Background: an optimization exercise with open tools, aiming at small area. Do not read the settings as production practice. At most, simulation tests tie the RTL to the original design; equivalence was not proved. Function not checked in runs 2 to 5: the RTL went through the layout flow alone. No activity file was given, so power comes from the tool's default toggle rates.

File: flow/run.sh
#!/bin/bash
# synth_recipe.tcl (not shown) runs the flow's synth.tcl, then flattens the netlist and writes it again
# the make line also repeats each setting of config.mk as NAME=value (left out here)
make -C /OpenROAD-flow-scripts/flow DESIGN_CONFIG=/design/flow/config.mk WORK_HOME=/design/flow/orfs CLKGATE_MAP_FILE= SYNTH_SCRIPT=/design/flow/synth_recipe.tcl finish
File: flow/constraint.sdc
create_clock -name core_clock -period 5.0 [get_ports {clk}]
set_input_delay 1.0000 -clock core_clock [delete_from_list [all_inputs] [get_ports {clk}]]
set_output_delay 1.0000 -clock core_clock [all_outputs]
set_load 0.01 [all_outputs]
File: flow/config.mk
export PLATFORM = sky130hd
export DESIGN_NAME = usb_tx
export DESIGN_NICKNAME = usb_tx
export VERILOG_FILES = /design/flow/design.v
export SDC_FILE = /design/flow/constraint.sdc
export NUM_CORES = 4
export LEC_CHECK = 0
export CAP_MARGIN = 20
export CORE_MARGIN = 2
export CORE_UTILIZATION = 40
export PLACE_DENSITY = 0.6
export SLEW_MARGIN = 20
File: flow/design.v
module control_fsm
(
	input logic clk,
	input logic n_rst, 
	input logic [7:0] tx_packet_data,
	input logic [6:0] tx_packet_data_size,
	input logic [1:0] tx_packet,
	input logic rollover_flag8,
	input logic rollover_flag64,
	input logic rollover_flag512,
	input logic stuffing,
	input logic [15:0] calculated_crc,
	output logic timer_count_enable,
	output logic timer_clear,
	output logic timer_latch_packet_size,
	output logic crc_clear,
	output logic crc_shift,
	output logic get_tx_packet_data,
	output logic pts_shift,
	output logic pts_load,
	output logic [7:0] data_out,
	output logic eop
);
typedef enum logic [3:0] {IDLE, START_TRANSFER, SYNC_BYTE, LOAD_PID, DATA_PID, LOAD_DATA, SEND_BYTE, CRC0, CRC1, ACK_PID, NACK_PID, DELAY, EOP} State;
State state, next_state;
localparam tx_packet_IDLE 	    = 2'b00;
localparam tx_packet_DATA = 2'b01;
localparam tx_packet_SEND_ACK 	    = 2'b10;
localparam tx_packet_SEND_NACK 	    = 2'b11;
always_ff @(posedge clk, negedge n_rst) begin
	if (!n_rst) begin
		state <= IDLE;
	end else begin
		state <= next_state;
	end
end
always_comb begin
	next_state = state;
	case(state)
		IDLE: begin
			if(tx_packet != tx_packet_IDLE) next_state = START_TRANSFER;
		end
		START_TRANSFER: begin
			next_state = SYNC_BYTE;
		end
		SYNC_BYTE: begin
			if(rollover_flag64) next_state = LOAD_PID;
		end
		LOAD_PID: begin
			if (tx_packet == tx_packet_DATA) next_state = DATA_PID;
			else if (tx_packet == tx_packet_SEND_ACK) next_state = ACK_PID;
			else next_state = NACK_PID;
		end
		DATA_PID: begin
			if(rollover_flag64) next_state = LOAD_DATA;
		end
		LOAD_DATA: begin
			next_state = SEND_BYTE;
			if (rollover_flag512) next_state = CRC0;
		end
		SEND_BYTE: begin
			if (rollover_flag64) next_state = LOAD_DATA;
		end
		CRC0: begin 
			if (rollover_flag64) next_state = CRC1;
		end
		CRC1: begin 
			if (rollover_flag64) next_state = DELAY;
		end
		ACK_PID: begin 
			if (rollover_flag64) next_state = DELAY;
		end
		NACK_PID: begin 
			if (rollover_flag64) next_state = DELAY;
		end
		DELAY: begin
			if(rollover_flag8 || rollover_flag64) next_state = EOP;
		end
		EOP: begin
			next_state = IDLE;
		end
	endcase
	if (stuffing)
		next_state = state;
end
always_comb begin
	timer_count_enable = 1;
	timer_clear = 0;
	data_out = '0;
	eop = 0;
	get_tx_packet_data = 0;
	crc_clear = 0;
	crc_shift = 0;
	timer_latch_packet_size = 0;
	pts_load = 0;
	pts_shift = rollover_flag8 && !stuffing && state != IDLE;
	case(state)
		IDLE: begin
		end
		START_TRANSFER: begin
			pts_load = 1;
			data_out = 8'b10000000;
			timer_clear = 1;
			timer_latch_packet_size = 1;
		end
		SYNC_BYTE: begin
		end
		LOAD_PID: begin
			pts_load = 1;
			if (tx_packet == tx_packet_DATA) data_out = 8'b00111100;
			else if (tx_packet == tx_packet_SEND_ACK) data_out = 8'b10110100; 
			else data_out = 8'b10100101;
		end
		DATA_PID: begin
			if(rollover_flag64) begin 
				timer_clear = 1;
				get_tx_packet_data = 1;
			end
			crc_clear = 1;
		end
		LOAD_DATA: begin
			data_out = tx_packet_data;
			if(rollover_flag512) begin
				data_out = calculated_crc[7:0];
			end
			pts_load = 1;
		end
		SEND_BYTE: begin
			if(rollover_flag64 && !stuffing)
				get_tx_packet_data = 1;
			if(rollover_flag8)
				crc_shift = 1;
		end
		CRC0: begin 
			if(rollover_flag64) begin
				data_out = calculated_crc[15:8];
				pts_load = 1;
			end
		end
		CRC1: begin 
		end
		ACK_PID: begin 
			data_out = 8'b10110100;
		end
		NACK_PID: begin 
			data_out = 8'b10100101;
		end
		EOP: eop = 1;
	endcase
end
endmodule
module encoder
(
    input logic clk,
    input logic n_rst,
    input logic serial_in,
    input logic rollover_flag8,
	input logic rollover_flag64,
    input logic EOP,
    output logic dplus,
    output logic dminus
);
typedef enum {IDLE, ZERO1, ZERO2, ONE1, ONE2, EOP1, EOP2} State;
State state, next_state;
logic next_dplus, next_dminus;
always_ff @(posedge clk, negedge n_rst) begin
    if (!n_rst) begin
        state <= IDLE;
        dplus <= 1;
        dminus <= 0;
    end else begin
        state <= next_state;
        dplus <= next_dplus;
        dminus <= next_dminus;
    end
end
always_comb begin
    next_state = state;
    case(state)
        IDLE: begin
		if(rollover_flag8) begin
            	if (serial_in == 0)
                	next_state = ZERO1;
            	else
                	next_state = ONE1;
			end
        end
        ZERO1: begin
			next_state = IDLE;
        end
        ONE1: begin
			next_state = IDLE;
        end
        EOP1: begin
	    	if(rollover_flag8)
                 next_state = EOP2;
        end
        EOP2: begin
	    	if(rollover_flag8)
                 next_state = IDLE;
        end
    endcase
    if (EOP)
        next_state = EOP1;
end
always_comb begin
    next_dplus = !dminus;
    next_dminus = !dplus;
    case(state)
        IDLE: begin
			if(dplus == dminus) begin
				next_dplus = 1;
				next_dminus = 0;
			end
		end
        ZERO1: begin
            next_dplus = !dplus;
            next_dminus = !dminus;
        end
        ONE1: begin
            next_dplus = dplus;
            next_dminus = dminus;
        end
        EOP1: begin
            next_dplus = 0;
            next_dminus = 0;
        end
        EOP2: begin
            next_dplus = 0;
            next_dminus = 0;
        end
    endcase
end
endmodule
module bit_stuffer 
(
    input logic clk,
    input logic n_rst,
    input logic serial_in,
    input logic rollover_flag64,
    output logic stuffing,
    output logic stuffed_serial_out
);
typedef enum {IDLE, ONE1, ONE2, ONE3, ONE4, ONE5, ONE6, ZERO} State;
State state, next_state;
always_ff @(posedge clk, negedge n_rst) begin
    if(!n_rst) begin
        state <= IDLE;
    end else begin
        state <= next_state;
    end
end
always_comb begin
    next_state = state;
    case(state)
        IDLE: begin
            if (serial_in == 1 && rollover_flag64)
                next_state = ONE1;
        end
        ONE1: begin
            if (serial_in == 1 && rollover_flag64)
                next_state = ONE2;
        end
        ONE2: begin
            if (serial_in == 1 && rollover_flag64)
                next_state = ONE3;
        end
        ONE3: begin
            if (serial_in == 1 && rollover_flag64)
                next_state = ONE4;
        end
        ONE4: begin
            if (serial_in == 1 && rollover_flag64)
                next_state = ONE5;
        end
        ONE5: begin
            if (serial_in == 1 && rollover_flag64)
                next_state = ZERO;
        end
        ZERO: begin
            if(rollover_flag64)
                next_state = IDLE;
        end
    endcase
    if (serial_in == 0 && rollover_flag64) 
        next_state = IDLE;
end
always_comb begin
    stuffing = 0;
    stuffed_serial_out = serial_in;
    if (state == ZERO) begin
        stuffing = 1;
        stuffed_serial_out = 0;
    end
end
endmodule
module timer
(
    input logic clk,
    input logic n_rst,
    input logic count_enable,
    input logic [6:0] tx_packet_size,
    input logic latch_packet_size,
    input logic clear,
    output logic rollover_flag8,
    output logic rollover_flag64,
    output logic rollover_flag512
);
logic [6:0] saved_packet_size;
logic [3:0] counter8, counter64;
logic [6:0] counter512;
always_ff @(posedge clk, negedge n_rst) begin
	if(!n_rst)
		saved_packet_size <= '0;
	else begin
		saved_packet_size <= saved_packet_size;
		if(latch_packet_size)
			saved_packet_size <= tx_packet_size;
	end
end
flex_counter #(.NUM_CNT_BITS(4)) count8 (.clk(clk), .n_rst(n_rst),
    .clear(clear), .count_enable(count_enable), .rollover_val(4'd8),
    .count_out(counter8), .rollover_flag(rollover_flag8));
flex_counter #(.NUM_CNT_BITS(4)) count64 (.clk(clk), .n_rst(n_rst),
    .clear(clear), .count_enable(rollover_flag8), .rollover_val(4'd8),
    .count_out(counter64), .rollover_flag(rollover_flag64));
flex_counter #(.NUM_CNT_BITS(7)) count512 (.clk(clk), .n_rst(n_rst),
    .clear(clear), .count_enable(rollover_flag64), .rollover_val(saved_packet_size),
    .count_out(counter512), .rollover_flag(rollover_flag512));
endmodule
module pts_shift
(
	input wire clk,
	input wire n_rst,
	input wire shift_enable,
	input wire load_enable,
	input wire [7:0] parallel_in,
	output reg serial_out
);
flex_pts_sr #(.NUM_BITS(8), .SHIFT_MSB(0)) pts (.clk(clk), .n_rst(n_rst), .shift_enable(shift_enable), 
	.load_enable(load_enable), .parallel_in(parallel_in), .serial_out(serial_out));
endmodule
module flex_pts_sr
#(
	parameter NUM_BITS = 4,
	parameter SHIFT_MSB = 1
)
(
	input wire clk,
	input wire n_rst,
	input wire shift_enable,
	input wire load_enable,
	input wire [NUM_BITS-1:0] parallel_in,
	output reg serial_out
);
	reg [NUM_BITS - 1:0] next_state;
	reg [NUM_BITS - 1:0] out_state;
	always_comb begin
		if (load_enable == 1) begin
			next_state = parallel_in;
		end else if (shift_enable == 1 && load_enable == 0) begin
			if (SHIFT_MSB == 1) begin
				next_state = {out_state[NUM_BITS - 2:0], 1'b1};
			end else begin
				next_state = {1'b1, out_state[NUM_BITS - 1:1]};
			end
		end else begin
			next_state = out_state;
		end
	end
	always_comb begin
		if (SHIFT_MSB == 1) begin
			serial_out = out_state[NUM_BITS - 1];
		end else begin
			serial_out = out_state[0];
		end
	end
	always_ff @(posedge clk, negedge n_rst) begin
		if (n_rst == 0) begin
			out_state <= '1;
		end else begin
			out_state <= next_state;
		end
	end
endmodule
module flex_counter
#(
parameter NUM_CNT_BITS = 4
)
(
input logic clk,
input logic n_rst,
input logic clear,
input logic count_enable,
input logic [(NUM_CNT_BITS - 1):0] rollover_val,
output logic [(NUM_CNT_BITS - 1):0] count_out,
output logic rollover_flag
);
logic [(NUM_CNT_BITS - 1):0] next_count_out;
logic next_rollover_flag;
always_ff @(posedge clk, negedge n_rst) begin
	if(!n_rst) begin
		count_out <= '0;
                rollover_flag <= '0;
	end
	else begin
		count_out <= next_count_out;
                rollover_flag <= next_rollover_flag;
	end
end
always_comb begin
	next_rollover_flag = 1'b0; 
	next_count_out = count_out;
	if (clear) begin
		next_count_out = '0;
		next_rollover_flag = '0;
	end
	else if (count_enable) begin
		next_count_out = count_out + 1;
		if(count_out == rollover_val)
			next_count_out = 1;
		next_rollover_flag = 0;
		if(count_out == rollover_val - 1)
			next_rollover_flag = 1'b1;
	end        
end
endmodule
module crc_generator_16bit (
	input wire clk,
	input wire nRst,
	input wire din,
	input wire shiftEn,
	input wire clear,
	output reg [15:0] crc
);
wire xor1, xor2, xor3;
assign xor3 = din ^ crc[15];
assign xor2 = crc[14] ^ xor3;
assign xor1 = crc[1] ^ xor3;
always_ff @(posedge clk, negedge nRst) begin
	if (nRst == 1'b0) begin
		crc <= '0;
	end else begin
		if (clear == 1'b1) begin
			crc <= '0;
		end else begin
			if (shiftEn == 1'b1) begin
				crc[15] <= xor2;
				crc[14] <= crc[13];
				crc[13] <= crc[12];
				crc[12] <= crc[11];
				crc[11] <= crc[10];
				crc[10] <= crc[9];
				crc[9]  <= crc[8];
				crc[8]  <= crc[7];
				crc[7]  <= crc[6];
				crc[6]  <= crc[5];
				crc[5]  <= crc[4];
				crc[4]  <= crc[3];
				crc[3]  <= crc[2];
				crc[2]  <= xor1;
				crc[1]  <= crc[0];
				crc[0]  <= xor3;
			end else begin
				crc <= crc;
			end
		end
	end
end
endmodule
module usb_tx
(
	input logic clk,
	input logic n_rst, 
	input logic [7:0] tx_packet_data,
	input logic [6:0] tx_packet_data_size,
	input logic [1:0] tx_packet,
	output logic tx_status,
	output logic get_tx_packet_data,
	output logic dplus_out,
	output logic dminus_out
);
logic rollover_flag8, rollover_flag64, rollover_flag512, timer_count_enable, timer_clear, timer_latch_packet_size, crc_clear, crc_shift;
logic pts_shift_en, pts_load, pts_serial_out, stuffing, stuffed_serial_out;
logic [15:0] calculated_crc;
logic [7:0] fsm_data_out;
control_fsm fsm (.clk(clk), .n_rst(n_rst),  .tx_packet_data(tx_packet_data), .tx_packet_data_size(tx_packet_data_size), 
	.tx_packet(tx_packet), .rollover_flag8(rollover_flag8), .rollover_flag64(rollover_flag64), .rollover_flag512(rollover_flag512), 
	.stuffing(stuffing), .calculated_crc(calculated_crc), .timer_count_enable(timer_count_enable), .timer_clear(timer_clear), 
	.timer_latch_packet_size(timer_latch_packet_size), .crc_clear(crc_clear), .crc_shift(crc_shift), 
	.get_tx_packet_data(get_tx_packet_data), .pts_shift(pts_shift_en), .pts_load(pts_load), .data_out(fsm_data_out), .eop(tx_status));
encoder encoder (.clk(clk), .n_rst(n_rst), .serial_in(stuffed_serial_out), .rollover_flag8(rollover_flag8), .rollover_flag64(rollover_flag64), .EOP(tx_status), .dplus(dplus_out), .dminus(dminus_out));
bit_stuffer bit_stuffer(.clk(clk), .n_rst(n_rst), .serial_in(pts_serial_out), .rollover_flag64(rollover_flag64), .stuffing(stuffing), .stuffed_serial_out(stuffed_serial_out));
timer timer (.clk(clk), .n_rst(n_rst), .count_enable(timer_count_enable), .tx_packet_size(tx_packet_data_size), 
	.latch_packet_size(timer_latch_packet_size), .clear(timer_clear), .rollover_flag8(rollover_flag8), 
	.rollover_flag64(rollover_flag64), .rollover_flag512(rollover_flag512));
pts_shift pts_shift (.clk(clk), .n_rst(n_rst), .shift_enable(pts_shift_en), .load_enable(pts_load), .parallel_in(fsm_data_out), .serial_out(pts_serial_out));
crc_generator_16bit crc (.clk(clk), .nRst(n_rst), .din(pts_serial_out), .shiftEn(crc_shift), .clear(crc_clear), .crc(calculated_crc));
endmodule
==> results.toml, run 1 <==
[layout]
flow.area_growth_from_synthesis_pct = 12.76
mostFrequentLayoutCells = "sky130_fd_sc_hd__nand2_1 (54), sky130_fd_sc_hd__dfrtp_1 (51), sky130_fd_sc_hd__nor2_1 (37)"
final_common_cell = "sky130_fd_sc_hd__nand2_1"
fin_nets = 435
n_antenna_cell = 0
drive_gt1_share_pct = 10.92
finish.utilization_pct = 46.11

[clocking]
cts_setup_buffers = 0
cts.sinks = 61
resized_cells_post_cts = 0
number_of_hold_buffers_added_after_cts = 0
tritoncts_clock_tree = "done"
inserted_clock_buffers = 9
clock_latency_ns = 0.34
root_buffer = "sky130_fd_sc_hd__clkbuf_8"
clk_path_buf_depth = 2
cts.reportedPaths.clkPinSlew_ns = 0.07
htree_levels = 3

[detailed_routing]
routed-via-count = 2846
first_pass_iters = 4
initialDrtViolationCount = 124
routed_antenna_nets = 0
post_drt_wl_per_cell_um = 14.56
post_drt_via_cell_ratio = 5.473
post_route_drc = 0
finalWirelength_mm = 7.573

[setup_path]
r2r_slack_ns = 2.72
worst-endpoint-required_ns = 4.00
cp-start-kind = "flip-flop"
critical_path.max_fanout = 15
endpoint_kind = "output port"
timing_worst_setup_path_type = "reg -> out"
crit_arrival_ns = 2.31

[synth]
synth-seq-cells = 61
synth.yosys.seq_area_share_pct = 43.34
synth_top_cell_area_share_pct = 36.67
synthesis.area_per_instance_um2 = 9.029
synth_enable_flop_cells = 0
synth_top_cells_by_area = "sky130_fd_sc_hd__dfrtp_1 (37%), sky130_fd_sc_hd__dfstp_2 (6.7%), sky130_fd_sc_hd__nand2_1 (5.7%), sky130_fd_sc_hd__nor2_1 (3.9%), sky130_fd_sc_hd__a21oi_1 (3.2%)"
mappedNetlistNets = 421
synth.yosys.warnings = 8
syn_area_um2 = 3548
yosysUniqueCellTypes = 62
synth_ff_type = "sky130_fd_sc_hd__dfrtp_1"
ys_async_sr_fraction_pct = 100.0
yosys.area.top_type = "sky130_fd_sc_hd__dfrtp_1"
synthCells = 393

[global_routing]
global_route_wire_length_before_repair_mm = 13.08
grt.overflow.total = 0
grt_antenna_before_repair = 0
grt_start_max_net_pins = 62
grt_util_all_layers_pct = 16.64
first_global_vias = 2707

[timing]
rsz0062_at_grt = "no"
max_freq_mhz = 301.7
timing.final.max_slew_violations = 0
clock_skew_ns = 0.005055
timing.final.crit_share_pct = 66.28
timing_hold_violations_final = 0
max_slew.worst_pin.slew_ns = 0.9085
setup_viol_count_final = 0
max-slew-margin-rel_pct = 39.44
post-route-min-period_ns = 3.314
tns_ns = 0

[placement]
dp_hpwl_mm = 5.184
portBuffers = 22
gp_congestion = 0.8883

[status]
status = "timing/DRC/antenna clean"

[die]
placement_rows = 34
core-area_um2 = 8678
floorplan.io_pins = 23
initial_utilization_pct = 40.89
chipHeight_um = 98.19
design.die.area_um2 = 9640
die_width_um = 98.19

[power]
total_design_power_mw = 0.9266
pwr_density_cell_nw_per_um2 = 231.6
cellLeakagePower_nw = 1.637
vdd_ir_drop_max_uv = 134.8

[flow_run]
count_of_maximum_capacitance_violations = 0

[min_path]
worst_hold_path_type = "reg -> reg"
## cells by family (layout without fill, tap and decap cells)
| family | Yosys count | after routing | synth area share, % |
|---|---|---|---|
| AO/OA/AOI/OAI | 95 | 95 | 17.00 |
| XOR/XNOR | 21 | 21 | 5.183 |
| adder cells (fa/ha/maj) | 9 | 9 | 3.174 |
| buffers and inverters | 37 | 56 | 4.513 |
| flip-flops | 61 | 61 | 43.34 |
| multiplexers | 19 | 19 | 5.642 |
| AND/OR/NAND/NOR | 151 | 151 | 21.16 |
## power breakdown
group          switching, mW  leakage, nW  internal (mW)
Clock                  0.197       0.0921          0.205
Combinational         0.0164        0.763         0.0155
Sequential                 0        0.782          0.494
Total                  0.213         1.64          0.714
## critical path, cell delays in order (launching register included)
cell and delay, ns:
sky130_fd_sc_hd__dfrtp_1 0.67, sky130_fd_sc_hd__nand2b_1 0.24, sky130_fd_sc_hd__nor3b_1 0.45, sky130_fd_sc_hd__clkdlybuf4s50_1 0.62
## cell usage after synthesis (all sizes together) (9+ instances only)
cell / instances
nand2: 56
dfrtp: 52
nor2: 37
o21ai: 34
a21oi: 24
inv: 16
buf: 11
mux2i: 11
xnor2: 11
clkbuf: 10
xor2: 10
dfstp: 9
ha: 9
nand2b: 9
nor3: 9
## layer usage
layer  part of all wire (%)  GRT usage [%]  up-vias
li1                       -              -     1421
met1                     48          22.31     1361
met2                     47          27.03       51
met3                    3.1          2.863       13
met4                    1.9          6.428        0
met5                      0              0        -
## metrics by stage
stage / hold WS, ns / std cells / area [um^2] / setup slack, ns
final: 0.5001 / 520 / 4001 / 1.686
after global routing: 0.5127 / 520 / 4001 / 1.504
after CTS: 0.4981 / 520 / 3991 / 1.444
after detailed placement: 0.4853 / 504 / 3814 / 1.815
after global placement: 0.4857 / 504 / 3814 / 1.872
after floorplan: 0.4632 / 393 / 3548 / 2.834
## flip-flops by register name, summed over array words and instances (netlist names)
signal                        cells
bit_stuffer.state                 3
crc.crc                          16
encoder.dminus                    1
encoder.dplus                     1
encoder.state                     3
fsm.state                         4
pts_shift.pts.out_state           8
timer.count512.count_out          7
timer.count512.rollover_flag      1
timer.count64.count_out           4
timer.count64.rollover_flag       1
timer.count8.count_out            4
timer.count8.rollover_flag        1
timer.saved_packet_size           7
## final timing paths
check | from | to | cells past startpoint
max in group asynchronous | n_rst | fsm.state[1]$_DFFE_PN0P_ | 2
worst min-delay path | pts_shift.pts.out_state[2]$_DFFE_PN1P_ | pts_shift.pts.out_state[2]$_DFFE_PN1P_ | 2
worst max register to register | fsm.state[3]$_DFFE_PN0P_ | pts_shift.pts.out_state[3]$_DFFE_PN1P_ | 4
worst min register to register | pts_shift.pts.out_state[2]$_DFFE_PN1P_ | pts_shift.pts.out_state[2]$_DFFE_PN1P_ | 2
min in group asynchronous | n_rst | encoder.dminus$_DFFE_PN0P_ | 2
worst max-delay path | fsm.state[2]$_DFFE_PN0P_ | tx_status | 3
## cell type report
class,instances,area [um^2]
Tap cell,108,135.1
Clock buffer,12,155.1
Inverter,16,60.06
Fill cell,872,4677
Timing Repair Buffer,24,230.2
Multi-Input combinational cell,295,1859
Sequential cell,61,1539
Clock inverter,4,22.52
==> inputs of run 2 (changes only) <==
==> flow/design.v (replaced) <==
module usb_tx
(
	input logic clk,
	input logic n_rst,
	input logic [7:0] tx_packet_data,
	input logic [6:0] tx_packet_data_size,
	input logic [1:0] tx_packet,
	output logic tx_status,
	output logic get_tx_packet_data,
	output logic dplus_out,
	output logic dminus_out
);
localparam logic [3:0] S_IDLE  = 4'd0,  S_START = 4'd1, S_SYNC  = 4'd2, S_LPID = 4'd3,
                       S_DPID  = 4'd4,  S_LDATA = 4'd5, S_SEND  = 4'd6, S_CRC0 = 4'd7,
                       S_WAIT  = 4'd8,  S_DELAY = 4'd9, S_EOP   = 4'd10;
logic [3:0] st, st_n;
logic [5:0] ph;         
logic       pre;        
logic [6:0] saved;      
logic [6:0] rem;        
logic       f512;
logic [2:0] bs;         
logic [7:0] pts;
logic [15:0] crc;
logic [1:0] es;         
logic       dp, dm;
wire f8       = ~pre & (ph[2:0] == 3'd1);
wire f64      = ~pre & (ph == 6'd2);
wire stuffing = bs[2] & bs[1];
wire ser      = pts[0];
wire in_start = (st == S_START);
wire in_dpid  = (st == S_DPID);
wire in_send  = (st == S_SEND);
wire clr      = in_start | (in_dpid & f64);
always_comb begin
	st_n = st;
	case (st)
		S_IDLE:  if (tx_packet != 2'b00) st_n = S_START;
		S_START: st_n = S_SYNC;
		S_SYNC:  if (f64) st_n = S_LPID;
		S_LPID:  st_n = (tx_packet == 2'b01) ? S_DPID : S_WAIT;
		S_DPID:  if (f64) st_n = S_LDATA;
		S_LDATA: st_n = f512 ? S_CRC0 : S_SEND;
		S_SEND:  if (f64) st_n = S_LDATA;
		S_CRC0:  if (f64) st_n = S_WAIT;
		S_WAIT:  if (f64) st_n = S_DELAY;
		S_DELAY: if (f8 | f64) st_n = S_EOP;
		S_EOP:   st_n = S_IDLE;
		default: st_n = 'x;
	endcase
	if (stuffing) st_n = st;
end
logic       load;
logic [7:0] dout;
always_comb begin
	load = 1'b0;
	dout = 'x;
	case (st)
		S_START: begin load = 1'b1; dout = 8'b10000000; end
		S_LPID:  begin load = 1'b1;
			if (tx_packet == 2'b01) dout = 8'b00111100;
			else if (tx_packet == 2'b10) dout = 8'b10110100;
			else dout = 8'b10100101;
		end
		S_LDATA: begin load = 1'b1; dout = f512 ? crc[7:0] : tx_packet_data; end
		S_CRC0:  begin load = f64; dout = crc[15:8]; end
		default: ;
	endcase
end
wire shift = f8 & ~stuffing & (st != S_IDLE);
assign tx_status = (st == S_EOP);
assign get_tx_packet_data = f64 & (in_dpid | (in_send & ~stuffing));
assign dplus_out = dp;
assign dminus_out = dm;
always_ff @(posedge clk, negedge n_rst) begin
	if (!n_rst) begin
		st <= S_IDLE;
		ph <= 6'd1;
		pre <= 1'b1;
		saved <= '0;
		rem <= '0;
		f512 <= 1'b0;
		bs <= '0;
		pts <= '1;
		crc <= '0;
		es <= 2'd0;
		dp <= 1'b1;
		dm <= 1'b0;
	end else begin
		st <= st_n;
		if (clr) begin
			ph <= 6'd1;
			pre <= 1'b1;
		end else begin
			ph <= ph + 6'd1;
			pre <= pre & ~ph[1];
		end
		if (in_start) saved <= tx_packet_data_size;
		if (in_dpid & f64) rem <= saved;
		else if (f64) rem <= ((rem == 7'd0) ? saved : rem) - 7'd1;
		f512 <= f64 & ~in_dpid & (rem == 7'd1) & (saved != 7'd0);
		if (f64) bs <= (~ser | stuffing) ? 3'd0 : bs + 3'd1;
		if (load) pts <= dout;
		else if (shift) pts <= {1'b1, pts[7:1]};
		if (in_dpid) crc <= '0;
		else if (in_send & f8)
			crc <= {crc[14] ^ ser ^ crc[15], crc[13:2], crc[1] ^ ser ^ crc[15], crc[0], ser ^ crc[15]};
		case (es)
			2'd0: begin
				if (dp == dm) begin dp <= 1'b1; dm <= 1'b0; end
				if (f8 & ~(ser & ~stuffing)) es <= 2'd1;
			end
			2'd1: begin dp <= ~dp; dm <= ~dm; es <= 2'd0; end
			2'd2: begin dp <= 1'b0; dm <= 1'b0; if (f8) es <= 2'd3; end
			2'd3: begin dp <= 1'b0; dm <= 1'b0; if (f8) es <= 2'd0; end
		endcase
		if (tx_status) es <= 2'd2;
	end
end
endmodule
--- a/flow/config.mk
+++ b/flow/config.mk
@@ -5,6 +5,7 @@
 export SDC_FILE = /design/flow/constraint.sdc
 export NUM_CORES = 4
 export LEC_CHECK = 0
+export ABC_AREA = 1
 export CAP_MARGIN = 20
 export CORE_MARGIN = 2
 export CORE_UTILIZATION = 40
==> results.toml, run 2 <==
[setup_path]
timing.critical_path.cells = "inv_1 -> ha_1 -> inv_1 -> nor3_2 -> nand2_2 -> a211oi_1 -> clkdlybuf4s50_1"
cp_top_family = "buffers and inverters"
buffering_stage_count_on_the_worst_path_with_inverters_included = 3
worst-r2r-cell-count = 11
crit_arrival_ns = 2.32
endpoint_kind = "output port"
critical_path.max_fanout = 14
critical_path_most_common_cell = "sky130_fd_sc_hd__inv_1"
r2r_slack_ns = 2.94
worst_path_max_delay_cell = "sky130_fd_sc_hd__clkdlybuf4s50_1"
cp_slowest_stage_delay_ns = 0.60
timing.critical_path.depth = 7
cp-start-kind = "flip-flop"
worst-endpoint-required_ns = 4.00
timing_worst_setup_path_type = "reg -> out"

[clocking]
number_of_hold_buffers_added_after_cts = 0
inserted_clock_buffers = 9
cts.reportedPaths.clkPinSlew_ns = 0.07
cts_setup_buffers = 0
root_buffer = "sky130_fd_sc_hd__clkbuf_8"
clk_path_buf_depth = 2
tritoncts_clock_tree = "done"
resized_cells_post_cts = 0
cts.sinks = 57
clock_latency_ns = 0.34
htree_levels = 3

[placement]
gp_congestion = 0.8047
portBuffers = 22
dp_hpwl_mm = 5.138
place_ws_ns = 2.009

[die]
chipHeight_um = 94.88
design.die.area_um2 = 9001
die_width_um = 94.88
placement_rows = 33
initial_utilization_pct = 40.82
core-area_um2 = 8093
floorplan.io_pins = 23

[global_routing]
grt.overflow.total = 0
first_global_vias = 2624
grt_start_max_net_pins = 58
grt_util_all_layers_pct = 17.59
grt_antenna_before_repair = 0
global_route_wire_length_before_repair_mm = 12.22

[synth]
synth_common_cells = "sky130_fd_sc_hd__nand2_1 (102), sky130_fd_sc_hd__inv_1 (63), sky130_fd_sc_hd__dfrtp_1 (46)"
yosys.area.top_type = "sky130_fd_sc_hd__dfrtp_1"
synth_ff_type = "sky130_fd_sc_hd__dfrtp_1"
synth_top_cell_area_share_pct = 34.85
ys_async_sr_fraction_pct = 100.0
synth-seq-cells = 57
synth_enable_flop_cells = 0
synth_top_cells_by_area = "sky130_fd_sc_hd__dfrtp_1 (35%), sky130_fd_sc_hd__nand2_1 (12%), sky130_fd_sc_hd__dfstp_2 (8.8%), sky130_fd_sc_hd__inv_1 (7.2%), sky130_fd_sc_hd__o21ai_0 (5.6%)"
syn_area_um2 = 3303
yosysUniqueCellTypes = 39
mappedNetlistNets = 459
synth.yosys.seq_area_share_pct = 43.60
yosys.cell_count.top_type = "sky130_fd_sc_hd__nand2_1"
synth.yosys.warnings = 1
synthCells = 428
synthesis.area_per_instance_um2 = 7.718

[timing]
tns_ns = 0
timing_hold_violations_final = 0
max-slew-margin-rel_pct = 52.98
max_freq_mhz = 301.1
rsz0062_at_grt = "no"
setup_viol_count_final = 0
clock_skew_ns = 0.008410
timing.final.ws_setup_ns = 1.679
timing.final.max_slew_violations = 0
max_slew.worst_pin.slew_ns = 0.7052
post-route-min-period_ns = 3.321
timing.final.crit_share_pct = 66.42

[power]
total_design_power_mw = 2.294
pwr_density_cell_nw_per_um2 = 601.6
power_report.internal_total_mw = 1.278
cellLeakagePower_nw = 1.819
power_frac_seq_pct = 35.6
comb_power_share_pct = 46.4
switching_power_of_the_nets_mw = 1.015
vdd_ir_drop_max_uv = 228.8
swShare_pct = 44.26
share_clk_of_total_power_pct = 18.0

[min_path]
hold_path_depth = 2
worst_hold_path_type = "reg -> reg"

[layout]
max_flop_register = "crc"
fillCellCount = 822
n_antenna_cell = 0
final_common_cell = "sky130_fd_sc_hd__nand2_1"
flow.area_growth_from_synthesis_pct = 15.42
number_of_flip_flops_under_the_largest_register_name = 16
mostFrequentLayoutCells = "sky130_fd_sc_hd__nand2_1 (102), sky130_fd_sc_hd__inv_1 (63), sky130_fd_sc_hd__dfrtp_1 (46)"
largest_registers = "crc x16, pts x8"
multi_input_comb_area_um2 = 1574
drive_gt1_share_pct = 11.09
ff_latch_area_um2 = 1440
fin_nets = 486

[detailed_routing]
first_pass_iters = 4
finalWirelength_mm = 7.157
post_route_drc = 0
routed_antenna_nets = 0
post_drt_wl_per_cell_um = 12.67
initialDrtViolationCount = 169
routed-via-count = 2799
post_drt_via_cell_ratio = 4.954

[flow_run]
count_of_maximum_capacitance_violations = 0

[status]
status = "timing/DRC/antenna clean"
[run 2: cell types whose count changed after synthesis, sizes merged, moves of 9 or more]
cell / delta
a21oi: -9
inv: +53
mux2i: -10
nand2: +51
nand2b: -9
nand3: +27
o21ai: +13
xnor2: -10
[run 2: worst paths after layout]
path | start | end
hold reg to reg | pts[2]$_DFFE_PN1P_ | pts[2]$_DFFE_PN1P_
setup / recovery | ph[0]$_DFF_PN1_ | get_tx_packet_data
max in group asynchronous | n_rst | dm$_DFFE_PN0P_
setup reg to reg | ph[0]$_DFF_PN1_ | pts[0]$_DFFE_PN1P_
hold / removal | pts[2]$_DFFE_PN1P_ | pts[2]$_DFFE_PN1P_
min in group asynchronous | n_rst | crc[3]$_DFFE_PN0P_
[run 2: per-layer routing]
metal	global-route usage, %	share of wire [%]	vias to the layer above
met5	0	0	-
met4	7.246	0.78	0
met3	2.953	4.1	4
met2	27.36	46	53
met1	24.34	49	1296
li1	-	-	1446
[run 2: area by class of cell]
type | count | share of cell area (%)
tap | 105 | 3.446
timing repair buffer | 23 | 5.842
inverter | 70 | 6.925
sequential | 57 | 37.77
clock buffer | 12 | 3.544
clock inverter | 4 | 1.181
multi-input combinational | 294 | 41.29
[run 2: worst min-delay path, stage by stage (launching register included)]
cell                      delay (ns)
sky130_fd_sc_hd__dfstp_2        0.37
sky130_fd_sc_hd__nand2_1        0.05
sky130_fd_sc_hd__nand2_1        0.05
[run 2: power by group through the flow]
stage               Clock (mW)  Combinational [mW]  Sequential (mW)
floorplan                    0               0.849            0.783
global placement             0                1.05            0.818
detailed placement           0                1.06            0.822
CTS                      0.423                1.07            0.815
global route             0.441                1.24            0.843
finish                   0.412                1.06            0.817
[run 2: stage by stage]
step                      cell area [um^2]  hold WS (ns)  utilization [%]  std cells
final                                 3812        0.4707            47.11        565
after detailed placement              3625        0.4608            44.79        549
after global placement                3625        0.4596            44.79        549
after floorplan                       3303        0.4472                -        428
after global routing                  3812        0.4972            47.11        565
after CTS                             3805        0.4711            47.02        565
[run 2: cell families after synthesis]
| logic type | share of synthesized area [%] |
|---|---|
| and+or+nand+nor | 25.30 |
| AOI/OAI and AO/OA | 15.08 |
| buffers and inverters | 8.977 |
| DFF | 43.60 |
| adders and majority gates | 4.545 |
| xor gates and xnor gates | 1.856 |
| muxes | 0.6439 |
==> inputs of run 3 (changes only) <==
--- a/flow/config.mk
+++ b/flow/config.mk
@@ -8,6 +8,8 @@
 export ABC_AREA = 1
 export CAP_MARGIN = 20
 export CORE_MARGIN = 2
-export CORE_UTILIZATION = 40
-export PLACE_DENSITY = 0.6
+export CORE_UTILIZATION = 70
+export CTS_BUF_LIST = sky130_fd_sc_hd__clkbuf_2 sky130_fd_sc_hd__clkbuf_4
+export CTS_CLUSTER_SIZE = 30
+export PLACE_DENSITY = 0.85
 export SLEW_MARGIN = 20
==> results.toml, run 3 <==
[power]
vdd_ir_drop_max_uv = 357.1
pwr_density_cell_nw_per_um2 = 594.8
cellLeakagePower_nw = 1.790

[global_routing]
first_global_vias = 2731
grt_start_max_net_pins = 34
grt_antenna_before_repair = 0
grt.overflow.total = 0
global_route_wire_length_before_repair_mm = 12.39
grt_util_all_layers_pct = 30.92

[clocking]
resized_cells_post_cts = 0
cts_setup_buffers = 0
cts.reportedPaths.clkPinSlew_ns = 0.09
clk_path_buf_depth = 2
cts.sinks = 57
tritoncts_clock_tree = "done"
root_buffer = "sky130_fd_sc_hd__clkbuf_4"
inserted_clock_buffers = 9
number_of_hold_buffers_added_after_cts = 0
htree_levels = 3
clock_latency_ns = 0.41

[layout]
drive_gt1_share_pct = 11.30
fillCellCount = 293
n_antenna_cell = 0
largest_registers = "crc x16, pts x8"
number_of_flip_flops_under_the_largest_register_name = 16
final_common_cell = "sky130_fd_sc_hd__nand2_1"
flow.area_growth_from_synthesis_pct = 11.14
mostFrequentLayoutCells = "sky130_fd_sc_hd__nand2_1 (102), sky130_fd_sc_hd__inv_1 (63), sky130_fd_sc_hd__dfrtp_1 (46)"
fin_nets = 486
max_flop_register = "crc"

[synth]
synth_common_cells = "sky130_fd_sc_hd__nand2_1 (102), sky130_fd_sc_hd__inv_1 (63), sky130_fd_sc_hd__dfrtp_1 (46)"
synth_enable_flop_cells = 0
syn_area_um2 = 3303
mappedNetlistNets = 459
synth_top_cells_by_area = "sky130_fd_sc_hd__dfrtp_1 (35%), sky130_fd_sc_hd__nand2_1 (12%), sky130_fd_sc_hd__dfstp_2 (8.8%), sky130_fd_sc_hd__inv_1 (7.2%), sky130_fd_sc_hd__o21ai_0 (5.6%)"
synth.yosys.warnings = 1
synth_ff_type = "sky130_fd_sc_hd__dfrtp_1"
yosysUniqueCellTypes = 39
synthCells = 428
synthesis.area_per_instance_um2 = 7.718
yosys.area.top_type = "sky130_fd_sc_hd__dfrtp_1"
ys_async_sr_fraction_pct = 100.0
synth_top_cell_area_share_pct = 34.85
synth-seq-cells = 57
synth.yosys.seq_area_share_pct = 43.60
yosys.cell_count.top_type = "sky130_fd_sc_hd__nand2_1"

[setup_path]
timing.critical_path.cells = "ha_1 -> inv_1 -> nor3_2 -> nand2_2 -> a211oi_1 -> clkdlybuf4s50_1"
endpoint_kind = "output port"
worst-endpoint-required_ns = 4.00
r2r_slack_ns = 2.93
worst_path_max_delay_cell = "sky130_fd_sc_hd__clkdlybuf4s50_1"
capturing_point_of_the_worst_reg2reg_path = "rem[6]$_DFFE_PN0P_"
critical_path.max_fanout = 14
worst-r2r-cell-count = 12
cp_slowest_stage_delay_ns = 0.57
cp-start-kind = "flip-flop"
worst_r2r_src = "rem[6]$_DFFE_PN0P_"
timing_worst_setup_path_type = "reg -> out"
cp-startpoint = "ph[1]$_DFF_PN0_"
crit_arrival_ns = 2.27

[placement]
gp_congestion = 0.9197
dp_hpwl_mm = 5.459
portBuffers = 22
place_ws_ns = 2.174

[timing]
rsz0062_at_grt = "no"
tns_ns = 0
timing.final.max_slew_violations = 0
timing_hold_violations_final = 0
timing.final.crit_share_pct = 65.35
post-route-min-period_ns = 3.267
timing.final.ws_setup_ns = 1.733
setup_viol_count_final = 0
max_slew.worst_pin.slew_ns = 0.7264
max-slew-margin-rel_pct = 51.57
clock_skew_ns = 0.01421
max_freq_mhz = 306.1

[detailed_routing]
routed-via-count = 2934
post_drt_via_cell_ratio = 5.730
post_route_drc = 0
post_drt_wl_per_cell_um = 14.39
first_pass_iters = 7
initialDrtViolationCount = 274
routed_antenna_nets = 0
finalWirelength_mm = 7.366

[die]
placement_rows = 24
chipHeight_um = 72.70
initial_utilization_pct = 74.32
die_width_um = 72.70
core-area_um2 = 4444
floorplan.io_pins = 23
design.die.area_um2 = 5285

[min_path]
worst_hold_path.endpoint = "pts[2]$_DFFE_PN1P_"
hold_path_startpoint = "pts[2]$_DFFE_PN1P_"
worst_hold_path_type = "reg -> reg"
hold_path_depth = 2

[flow_run]
count_of_maximum_capacitance_violations = 0

[status]
status = "timing/DRC/antenna clean"
==> run 3: cell count changes in the layout (fill, tap and decap cells not counted), sizes merged <==
cell and delta:
bufinv -1, clkinv +2, clkbuf -1
==> run 3: how the worst max path moves through the flow <==
| stage | to | slack, ns | cells past startpoint |
|---|---|---|---|
| global placement | get_tx_packet_data | 2.18 | 7 |
| global route | get_tx_packet_data | 1.55 | 6 |
| detailed placement | get_tx_packet_data | 2.17 | 7 |
| floorplan | get_tx_packet_data | 2.59 | 7 |
| CTS | get_tx_packet_data | 1.73 | 7 |
| finish | get_tx_packet_data | 1.73 | 6 |
==> run 3: power breakdown <==
part           leakage [nW]  switching, mW  total [mW]  internal [mW]
combinational          1.01          0.705        1.09          0.384
clock                0.0655          0.170       0.278          0.108
sequential            0.719          0.152       0.817          0.665
total                  1.79           1.03        2.18           1.16
==> run 3: cells by family after synthesis <==
| family | synth area share (%) |
|---|---|
| mux | 0.6439 |
| flops | 43.60 |
| xor+xnor | 1.856 |
| simple gates | 25.30 |
| fa+ha+maj | 4.545 |
| compound gates | 15.08 |
| buf+inv | 8.977 |
==> run 3: metal layers <==
metal	share of wire (%)	GRT usage, %	up-vias	wire, um
met1	43	41.28	1338	3203
met2	47	49.70	129	3493
met5	0	0	-	0
met4	2.3	12.14	0	167
li1	-	-	1449	-
met3	6.8	6.492	18	502
==> run 3: final cells by class <==
class                           instances  area [um^2]  area share [%]
Tap cell                               52        65.06           1.772
Multi-Input combinational cell        294         1574           42.88
Sequential cell                        57         1440           39.23
Clock inverter                          5        22.52          0.6135
Inverter                               70        264.0           7.192
Clock buffer                           11        82.58           2.249
Timing Repair Buffer                   23        222.7           6.067
==> run 3: through the flow <==
| step | hold WS (ns) | util, % | cells | power [mW] | area [um^2] |
|---|---|---|---|---|---|
| after detailed placement | 0.4613 | 80.07 | 496 | 1.891 | 3558 |
| final | 0.4773 | 82.60 | 512 | 2.184 | 3671 |
| after floorplan | 0.4472 | - | 428 | 1.632 | 3303 |
| after CTS | 0.4758 | 82.43 | 512 | 2.166 | 3664 |
| after global routing | 0.4964 | 82.60 | 512 | 2.377 | 3671 |
| after global placement | 0.4594 | 80.07 | 496 | 1.847 | 3558 |
==> run 3: critical path: cells and delay by family, from the launching register on <==
family | cells | cell delay, ns
buf+inv | 2 | 0.61
fa+ha+maj | 1 | 0.17
compound gates | 1 | 0.24
simple gates | 2 | 0.41
flops | 1 | 0.43
==> inputs of run 4 (changes only) <==
==> flow/flow/run.sh (new file) <==
#!/bin/bash
# Own flow: the standard layout, with every tool's output kept in a log here.
set -e
cp standard.sh synth_recipe.tcl config.mk flow/ 2>/dev/null || true
bash standard.sh > standard.log 2>&1
==> flow/flow/synth_recipe.tcl (new file) <==
proc synth {args} { yosys synth -nofsm -noshare {*}$args }
source $::env(SCRIPTS_DIR)/synth.tcl
# left out here: clear keep_hierarchy, flatten, clean up, hide names made inside functions, write 1_2_yosys.v
==> flow/flow/config.mk (new file) <==
export PLATFORM = sky130hd
export DESIGN_NAME = usb_tx
export DESIGN_NICKNAME = bench
export VERILOG_FILES = /design/flow/design.v
export SDC_FILE = /design/flow/constraint.sdc
export NUM_CORES = 4
export LEC_CHECK = 0
export ABC_AREA = 1
export CAP_MARGIN = 20
export CORE_MARGIN = 2
export CORE_UTILIZATION = 70
export CTS_BUF_LIST = sky130_fd_sc_hd__clkbuf_2 sky130_fd_sc_hd__clkbuf_4
export CTS_CLUSTER_SIZE = 30
export PLACE_DENSITY = 0.85
export SLEW_MARGIN = 20
==> flow/flow/standard.sh (new file) <==
#!/bin/bash
# The standard flow's own layout of this design, on the ORFS make targets given (by default finish). After
# finish it leaves the final layout's DEF at /design/flow/out/final.def.
set -euo pipefail
make -C /OpenROAD-flow-scripts/flow DESIGN_CONFIG=/design/flow/config.mk WORK_HOME=/design/flow/orfs CLKGATE_MAP_FILE= SYNTH_SCRIPT=/design/flow/synth_recipe.tcl ABC_AREA=1 CAP_MARGIN=20 CORE_MARGIN=2 CORE_UTILIZATION=70 'CTS_BUF_LIST=sky130_fd_sc_hd__clkbuf_2 sky130_fd_sc_hd__clkbuf_4' CTS_CLUSTER_SIZE=30 PLACE_DENSITY=0.85 SLEW_MARGIN=20 "${@:-finish}"
if [[ -f /design/flow/orfs/results/sky130hd/usb_tx/base/6_final.odb ]]; then
  : # left out here: write the final layout as DEF
fi
==> flow/standard.sh (new file) <==
#!/bin/bash
# synth_recipe.tcl (not shown) runs the flow's synth.tcl, then flattens the netlist and writes it again
# the make line also repeats each setting of config.mk as NAME=value (left out here)
make -C /OpenROAD-flow-scripts/flow DESIGN_CONFIG=/design/flow/config.mk WORK_HOME=/design/flow/orfs CLKGATE_MAP_FILE= SYNTH_SCRIPT=/design/flow/synth_recipe.tcl "${@:-finish}"
removed: flow/run.sh
==> results.toml, run 4 <==
[timing]
timing.final.crit_share_pct = 65.35
setup_viol_count_final = 0
clock_skew_ns = 0.01421
post-route-min-period_ns = 3.267
tns_ns = 0
max-slew-margin-rel_pct = 51.57
timing.final.max_slew_violations = 0
timing_hold_violations_final = 0
max_freq_mhz = 306.1
rsz0062_at_grt = "no"
max_slew.worst_pin.slew_ns = 0.7264

[clocking]
inserted_clock_buffers = 9
cts.reportedPaths.clkPinSlew_ns = 0.09
cts.sinks = 57
number_of_hold_buffers_added_after_cts = 0
htree_levels = 3
root_buffer = "sky130_fd_sc_hd__clkbuf_4"
tritoncts_clock_tree = "done"
resized_cells_post_cts = 0
cts_setup_buffers = 0
clk_path_buf_depth = 2
clock_latency_ns = 0.41

[setup_path]
worst_r2r_src = "rem[6]$_DFFE_PN0P_"
worst_path_max_delay_cell = "sky130_fd_sc_hd__clkdlybuf4s50_1"
timing_worst_setup_path_type = "reg -> out"
timing.critical_path.cells = "ha_1 -> inv_1 -> nor3_2 -> nand2_2 -> a211oi_1 -> clkdlybuf4s50_1"
endpoint_kind = "output port"
capturing_point_of_the_worst_reg2reg_path = "rem[6]$_DFFE_PN0P_"
critical_path.max_fanout = 14
cp_slowest_stage_delay_ns = 0.57
crit_arrival_ns = 2.27
r2r_slack_ns = 2.93
cp-start-kind = "flip-flop"
worst-endpoint-required_ns = 4.00
worst-r2r-cell-count = 12

[layout]
fin_nets = 486
post_layout_nonfiller_instances = 512
fillCellCount = 293
number_of_flip_flops_under_the_largest_register_name = 16
drive_gt1_share_pct = 11.30
finish.utilization_pct = 82.60
n_antenna_cell = 0
flow.area_growth_from_synthesis_pct = 11.14
largest_registers = "crc x16, pts x8"
mostFrequentLayoutCells = "sky130_fd_sc_hd__nand2_1 (102), sky130_fd_sc_hd__inv_1 (63), sky130_fd_sc_hd__dfrtp_1 (46)"
final_common_cell = "sky130_fd_sc_hd__nand2_1"
max_flop_register = "crc"

[global_routing]
first_global_vias = 2731
grt_util_all_layers_pct = 30.92
grt_start_max_net_pins = 34
grt.overflow.total = 0
global_route_wire_length_before_repair_mm = 12.39
grt_antenna_before_repair = 0

[status]
status = "timing/DRC/antenna clean"

[detailed_routing]
post_route_drc = 0
finalWirelength_mm = 7.366
routed_antenna_nets = 0
first_pass_iters = 7
post_drt_via_cell_ratio = 5.730
routed-via-count = 2934
initialDrtViolationCount = 274
post_drt_wl_per_cell_um = 14.39

[min_path]
hold_path_startpoint = "pts[2]$_DFFE_PN1P_"
worst_hold_path.endpoint = "pts[2]$_DFFE_PN1P_"
worst_hold_path_type = "reg -> reg"
hold_path_depth = 2

[synth]
synthesis.area_per_instance_um2 = 7.718
mappedNetlistNets = 459
synth_common_cells = "sky130_fd_sc_hd__nand2_1 (102), sky130_fd_sc_hd__inv_1 (63), sky130_fd_sc_hd__dfrtp_1 (46)"
yosysUniqueCellTypes = 39
synthCells = 428
synth-seq-cells = 57
synth_ff_type = "sky130_fd_sc_hd__dfrtp_1"
synth.yosys.seq_area_share_pct = 43.60
synth.yosys.warnings = 1
yosys.cell_count.top_type = "sky130_fd_sc_hd__nand2_1"
ys_async_sr_fraction_pct = 100.0
synth_top_cells_by_area = "sky130_fd_sc_hd__dfrtp_1 (35%), sky130_fd_sc_hd__nand2_1 (12%), sky130_fd_sc_hd__dfstp_2 (8.8%), sky130_fd_sc_hd__inv_1 (7.2%), sky130_fd_sc_hd__o21ai_0 (5.6%)"
yosys.area.top_type = "sky130_fd_sc_hd__dfrtp_1"
synth_enable_flop_cells = 0
syn_area_um2 = 3303
synth_top_cell_area_share_pct = 34.85

[die]
die_width_um = 72.70
design.die.area_um2 = 5285
floorplan.io_pins = 23
initial_utilization_pct = 74.32
chipHeight_um = 72.70
core-area_um2 = 4444
placement_rows = 24

[power]
cellLeakagePower_nw = 1.790
total_design_power_mw = 2.184
pwr_density_cell_nw_per_um2 = 594.8
vdd_ir_drop_max_uv = 357.1

[placement]
place.detailed.instances = 496
portBuffers = 22
gp_congestion = 0.9197
dp_hpwl_mm = 5.459

[flow_run]
count_of_maximum_capacitance_violations = 0
[run 4: cell counts in the layout (fill, tap and decap cells not counted)]
Identical to the previous run, type by type.
[run 4: where the power goes]
group          internal [mW]  switching, mW  total (mW)
logic                  0.384          0.705        1.09
registers              0.665          0.152       0.817
clock network          0.108          0.170       0.278
total                   1.16           1.03        2.18
[run 4: layout make-up]
type / instances / area [um^2] / share of cell area, %
Multi-Input combinational cell: 294 / 1574 / 42.88
Inverter: 70 / 264.0 / 7.192
Sequential cell: 57 / 1440 / 39.23
Clock inverter: 5 / 22.52 / 0.6135
Clock buffer: 11 / 82.58 / 2.249
Timing Repair Buffer: 23 / 222.7 / 6.067
Tap cell: 52 / 65.06 / 1.772
[run 4: cells by family (layout without fill, tap and decap cells)]
logic type / Yosys count / in the layout / share of synthesized area [%]
flops: 57 / 57 / 43.60
buf+inv: 77 / 109 / 8.977
simple gates: 188 / 188 / 25.30
mux: 2 / 2 / 0.6439
compound gates: 85 / 85 / 15.08
fa+ha+maj: 12 / 12 / 4.545
xor+xnor: 7 / 7 / 1.856
[run 4: critical path, delay by kind of cell (launching register included)]
family | cells | cell delay [ns]
AOI/OAI and AO/OA | 1 | 0.24
adders and majority gates | 1 | 0.17
buffers and inverters | 2 | 0.61
DFF | 1 | 0.43
and+or+nand+nor | 2 | 0.41
[run 4: how the worst max path moves through the flow]
stage	from	to	depth (start not counted)
6_report	ph[1]$_DFF_PN0_	get_tx_packet_data	6
2_1_floorplan	ph[0]$_DFF_PN1_	get_tx_packet_data	7
4_1_cts	ph[0]$_DFF_PN1_	get_tx_packet_data	7
3_5_place_dp	ph[0]$_DFF_PN1_	get_tx_packet_data	7
3_3_place_gp	ph[0]$_DFF_PN1_	get_tx_packet_data	7
5_1_grt	ph[1]$_DFF_PN0_	get_tx_packet_data	6
[run 4: per-layer routing]
metal	share of wire [%]	vias to the layer above	GRT usage, %
met2	47	129	49.70
met3	6.8	18	6.492
met5	0	-	0
met4	2.3	0	12.14
met1	43	1338	41.28
li1	-	1449	-
[run 4: metrics by stage]
| step | hold slack [ns] | setup slack, ns | instance area [um^2] |
|---|---|---|---|
| final | 0.4773 | 1.733 | 3671 |
| after global routing | 0.4964 | 1.546 | 3671 |
| after CTS | 0.4758 | 1.732 | 3664 |
| after detailed placement | 0.4613 | 2.174 | 3558 |
| after global placement | 0.4594 | 2.181 | 3558 |
| after floorplan | 0.4472 | 2.589 | 3303 |
==> inputs of run 5 (changes only) <==
==> flow/flow/run.sh (replaced) <==
#!/bin/bash
# Own flow: the standard layout (standard.sh) with
#  - synthesis through flow/my_synth.tcl (area-oriented ABC mapping),
#  - the smallest buffer on every input and output port,
#  - a small clock tree (small buffers, no dummy loads).
# Each tool's full output goes to the ORFS logs under orfs/logs; make's output to standard.log.
set -e
F=$(pwd)/flow
export MY_ABC_SCRIPT=$F/area.abc
bash standard.sh \
  SYNTH_SCRIPT=$F/my_synth.tcl \
  "BUFFER_PORTS_ARGS=-buffer_cell sky130_fd_sc_hd__buf_1" \
  "CTS_ARGS=-sink_clustering_enable -repair_clock_nets -dont_use_dummy_load -sink_clustering_size 40 -sink_clustering_max_diameter 150 -buf_list sky130_fd_sc_hd__clkbuf_4 -root_buf sky130_fd_sc_hd__clkbuf_4" \
  finish > standard.log 2>&1
mkdir -p logs
cp -r orfs/logs/* logs/ 2>/dev/null || true
==> flow/flow/area.abc (new file) <==
strash
&get -n
&deepsyn -T 60
&put
dch -f
amap
strash
&get -n
&deepsyn -T 30
&put
dch -f
amap
==> flow/flow/my_synth.tcl (new file) <==
# The standard flow's synthesis script (synth_recipe.tcl) with one change: the technology
# mapping step runs an area-oriented ABC script (flow/area.abc) instead of
# ORFS's, so only the combinational logic differs; registers are untouched.
proc synth {args} { yosys synth -nofsm -noshare {*}$args }
proc abc {args} {
  set new {}
  set skip 0
  foreach a $args {
    if { $skip } { set skip 0; continue }
    if { $a eq "-script" } { set skip 1; continue }
    lappend new $a
  }
  yosys abc -script $::env(MY_ABC_SCRIPT) {*}$new
}
source $::env(SCRIPTS_DIR)/synth.tcl
# left out here: clear keep_hierarchy, flatten, clean up, hide names made inside functions, write 1_2_yosys.v
==> flow/config.mk (replaced) <==
export PLATFORM = sky130hd
export DESIGN_NAME = usb_tx
export DESIGN_NICKNAME = usb_tx
export VERILOG_FILES = /design/flow/design.v
export SDC_FILE = /design/flow/constraint.sdc
export NUM_CORES = 4
export LEC_CHECK = 0
export CAP_MARGIN = 20
export CORE_MARGIN = 2
export CORE_UTILIZATION = 70
export PLACE_DENSITY = 0.85
export SLEW_MARGIN = 20
removed: flow/flow/synth_recipe.tcl
removed: flow/flow/config.mk
removed: flow/flow/standard.sh
==> results.toml, run 5 <==
[layout]
mostFrequentLayoutCells = "sky130_fd_sc_hd__clkinv_1 (51), sky130_fd_sc_hd__nor2_1 (47), sky130_fd_sc_hd__dfrtp_1 (46)"
number_of_flip_flops_under_the_largest_register_name = 16
final_common_cell = "sky130_fd_sc_hd__clkinv_1"
fin_nets = 391
ff_latch_area_um2 = 1440
flow.area_growth_from_synthesis_pct = 7.696
drive_gt1_share_pct = 6.145
multi_input_comb_area_um2 = 1246
largest_registers = "crc x16, pts x8"
n_antenna_cell = 0
fillCellCount = 281
max_flop_register = "crc"

[global_routing]
grt_util_all_layers_pct = 31.19
global_route_wire_length_before_repair_mm = 10.56
grt_start_max_net_pins = 58
grt.overflow.total = 0
first_global_vias = 2390
grt_antenna_before_repair = 0

[die]
floorplan.io_pins = 23
die_width_um = 68.12
initial_utilization_pct = 72.46
design.die.area_um2 = 4640
core-area_um2 = 3971
placement_rows = 23
chipHeight_um = 68.12

[synth]
synth_top_cells_by_area = "sky130_fd_sc_hd__dfrtp_1 (40%), sky130_fd_sc_hd__dfstp_2 (10%), sky130_fd_sc_hd__clkinv_1 (6.7%), sky130_fd_sc_hd__nor2_1 (6.1%), sky130_fd_sc_hd__ha_1 (5.2%)"
ys_async_sr_fraction_pct = 100.0
yosys.cell_count.top_type = "sky130_fd_sc_hd__clkinv_1"
synthesis.area_per_instance_um2 = 8.827
synthCells = 326
syn_area_um2 = 2878
yosys.area.top_type = "sky130_fd_sc_hd__dfrtp_1"
synth_common_cells = "sky130_fd_sc_hd__clkinv_1 (51), sky130_fd_sc_hd__nor2_1 (47), sky130_fd_sc_hd__dfrtp_1 (46)"
synth_ff_type = "sky130_fd_sc_hd__dfrtp_1"
synth_top_cell_area_share_pct = 40.00
synth.yosys.warnings = 1
mappedNetlistNets = 357
synth-seq-cells = 57
yosysUniqueCellTypes = 33
synth_enable_flop_cells = 0
synth.yosys.seq_area_share_pct = 50.04

[clocking]
cts_setup_buffers = 0
resized_cells_post_cts = 0
tritoncts_clock_tree = "done"
cts.reportedPaths.clkPinSlew_ns = 0.07
clk_path_buf_depth = 2
cts.sinks = 57
inserted_clock_buffers = 9
root_buffer = "sky130_fd_sc_hd__clkbuf_4"
htree_levels = 3
clock_latency_ns = 0.40
number_of_hold_buffers_added_after_cts = 0

[setup_path]
critical_path.max_fanout = 8
timing_worst_setup_path_type = "reg -> out"
endpoint_kind = "output port"
crit_arrival_ns = 2.93
cp-start-kind = "flip-flop"
worst-endpoint-required_ns = 4.00

[timing]
max-slew-margin-rel_pct = 32.78
timing_hold_violations_final = 0
post-route-min-period_ns = 3.930
setup_viol_count_final = 0
timing.final.crit_share_pct = 78.60
max_slew.worst_pin.slew_ns = 0.9978
finalHoldWorstSlack_ns = 0.4744
clock_skew_ns = 0.02610
timing.final.max_slew_violations = 0
max_freq_mhz = 254.4
rsz0062_at_grt = "no"
tns_ns = 0

[status]
status = "timing/DRC/antenna clean"

[power]
vdd_ir_drop_max_uv = 219.4
swShare_pct = 29.58
comb_power_share_pct = 18.3
power_report.internal_total_mw = 0.6489
pwr_density_cell_nw_per_um2 = 297.3
switching_power_of_the_nets_mw = 0.2726
total_design_power_mw = 0.9215
power_frac_seq_pct = 57.0
share_clk_of_total_power_pct = 24.7
cellLeakagePower_nw = 1.298

[placement]
gp_congestion = 0.8852
portBuffers = 22
dp_hpwl_mm = 4.747

[detailed_routing]
initialDrtViolationCount = 360
post_drt_wl_per_cell_um = 15.79
post_drt_via_cell_ratio = 6.324
finalWirelength_mm = 6.442
first_pass_iters = 5
routed_antenna_nets = 0
routed-via-count = 2580
post_route_drc = 0

[min_path]
worst_hold_path_type = "reg -> reg"

[flow_run]
count_of_maximum_capacitance_violations = 0
## run 5: cell types whose count changed after synthesis, moves of 7 or more
cell and change:
sky130_fd_sc_hd__nand2_1 -73, sky130_fd_sc_hd__inv_1 -63, sky130_fd_sc_hd__clkinv_1 +51, sky130_fd_sc_hd__nand3_1 -26
sky130_fd_sc_hd__nor2_1 +18, sky130_fd_sc_hd__o21ai_0 -12, sky130_fd_sc_hd__o22ai_1 +12, sky130_fd_sc_hd__nor3_1 +9
sky130_fd_sc_hd__o21ai_1 -9, sky130_fd_sc_hd__o22a_1 +7
## run 5: power by group through the flow
| stage | registers [mW] | logic [mW] | clock network [mW] |
|---|---|---|---|
| floorplan | 0.530 | 0.120 | 0 |
| global placement | 0.531 | 0.161 | 0 |
| detailed placement | 0.534 | 0.171 | 0 |
| CTS | 0.525 | 0.172 | 0.229 |
| global route | 0.529 | 0.193 | 0.252 |
| finish | 0.526 | 0.169 | 0.227 |
## run 5: worst paths after layout
path / start / to / slack [ns] / cells past startpoint
min in group asynchronous: n_rst / crc[9]$_DFFE_PN0P_ / 0.73 / 2
min: ph[0]$_DFF_PN1_ / ph[0]$_DFF_PN1_ / 0.47 / 1
max reg2reg: ph[0]$_DFF_PN1_ / pts[3]$_DFFE_PN1P_ / 2.12 / 9
min reg2reg: ph[0]$_DFF_PN1_ / ph[0]$_DFF_PN1_ / 0.47 / 1
max: ph[0]$_DFF_PN1_ / get_tx_packet_data / 1.07 / 9
max in group asynchronous: n_rst / ph[3]$_DFF_PN0_ / 3.83 / 2
## run 5: area by class of cell
type	instances	share of cell area (%)
tap	50	2.019
clock buffer	9	2.180
sequential	57	46.47
multi-input combinational	218	40.21
inverter	51	6.177
timing repair buffer	23	2.947
## run 5: layer usage
layer / part of all wire, % / vias up / global-route usage [%]
met2: 48 / 135 / 49.51
li1: - / 1216 / -
met5: 0 / - / 0
met1: 42 / 1214 / 40.28
met3: 7.9 / 15 / 8.388
met4: 1.9 / 0 / 13.50
## run 5: metrics by stage
| stage | util, % | cell area, um^2 | setup slack [ns] | cells |
|---|---|---|---|---|
| after detailed placement | 76.34 | 3032 | 1.546 | 399 |
| after global routing | 78.04 | 3099 | 0.8220 | 408 |
| after CTS | 78.04 | 3099 | 1.121 | 408 |
| after global placement | 76.34 | 3032 | 1.686 | 399 |
| after floorplan | - | 2878 | 2.076 | 326 |
| final | 78.04 | 3099 | 1.070 | 408 |
## run 5: logic make-up after synthesis
family | Yosys count | share of synthesized area (%)
compound gates | 96 | 21.48
xor+xnor | 1 | 0.3044
fa+ha+maj | 12 | 5.217
buf+inv | 51 | 6.652
flops | 57 | 50.04
simple gates | 109 | 16.30
## run 5: critical path: stages (launching register included)
cell and delay (ns):
sky130_fd_sc_hd__dfstp_2 0.39, sky130_fd_sc_hd__clkinv_1 0.06, sky130_fd_sc_hd__ha_1 0.13, sky130_fd_sc_hd__nand4_1 0.10
sky130_fd_sc_hd__nor3_1 0.57, sky130_fd_sc_hd__clkinv_1 0.39, sky130_fd_sc_hd__nor2_1 0.30, sky130_fd_sc_hd__o21ai_0 0.17
sky130_fd_sc_hd__o21ai_0 0.25, sky130_fd_sc_hd__buf_1 0.18

## static timing again, ports no longer ideal
In the flow no input, the clock included, has a driving cell. The finished layouts below were timed again as built, in two steps.
Step 1 (the two cells are an assumption about what drives the block):
set clk [get_ports {clk}]
set_driving_cell -lib_cell sky130_fd_sc_hd__clkbuf_16 $clk
set_driving_cell -lib_cell sky130_fd_sc_hd__buf_2 [delete_from_list [all_inputs] $clk]
Step 2 times the ports against the registers' clock, not the clock port: input delays grow and output delays shrink by t, the midpoint of the rising clock arrivals with the driver on.
Three values: no drivers, after step 1, after step 2; two values: the first two.
| run | t (ns) | setup slack, ns | hold slack, ns | worst register clock-pin slew, ns | cell pins on the clock port's net |
|---|---|---|---|---|---|
| run 1 | 0.368 | 1.686 / 1.653 / 2.021 | 0.500 / 0.500 / 0.500 | 0.07 / 0.07 | 1 |
| run 2 | 0.365 | 1.679 / 1.650 / 2.016 | 0.471 / 0.471 / 0.471 | 0.07 / 0.07 | 1 |
| run 3 | 0.429 | 1.733 / 1.710 / 2.140 | 0.477 / 0.477 / 0.477 | 0.10 / 0.10 | 1 |
| run 4 | 0.429 | 1.733 / 1.710 / 2.140 | 0.477 / 0.477 / 0.477 | 0.10 / 0.10 | 1 |
| run 5 | 0.413 | 1.070 / 1.045 / 1.458 | 0.474 / 0.474 / 0.474 | 0.09 / 0.09 | 1 |
After both steps setup and hold are still met in every run listed.
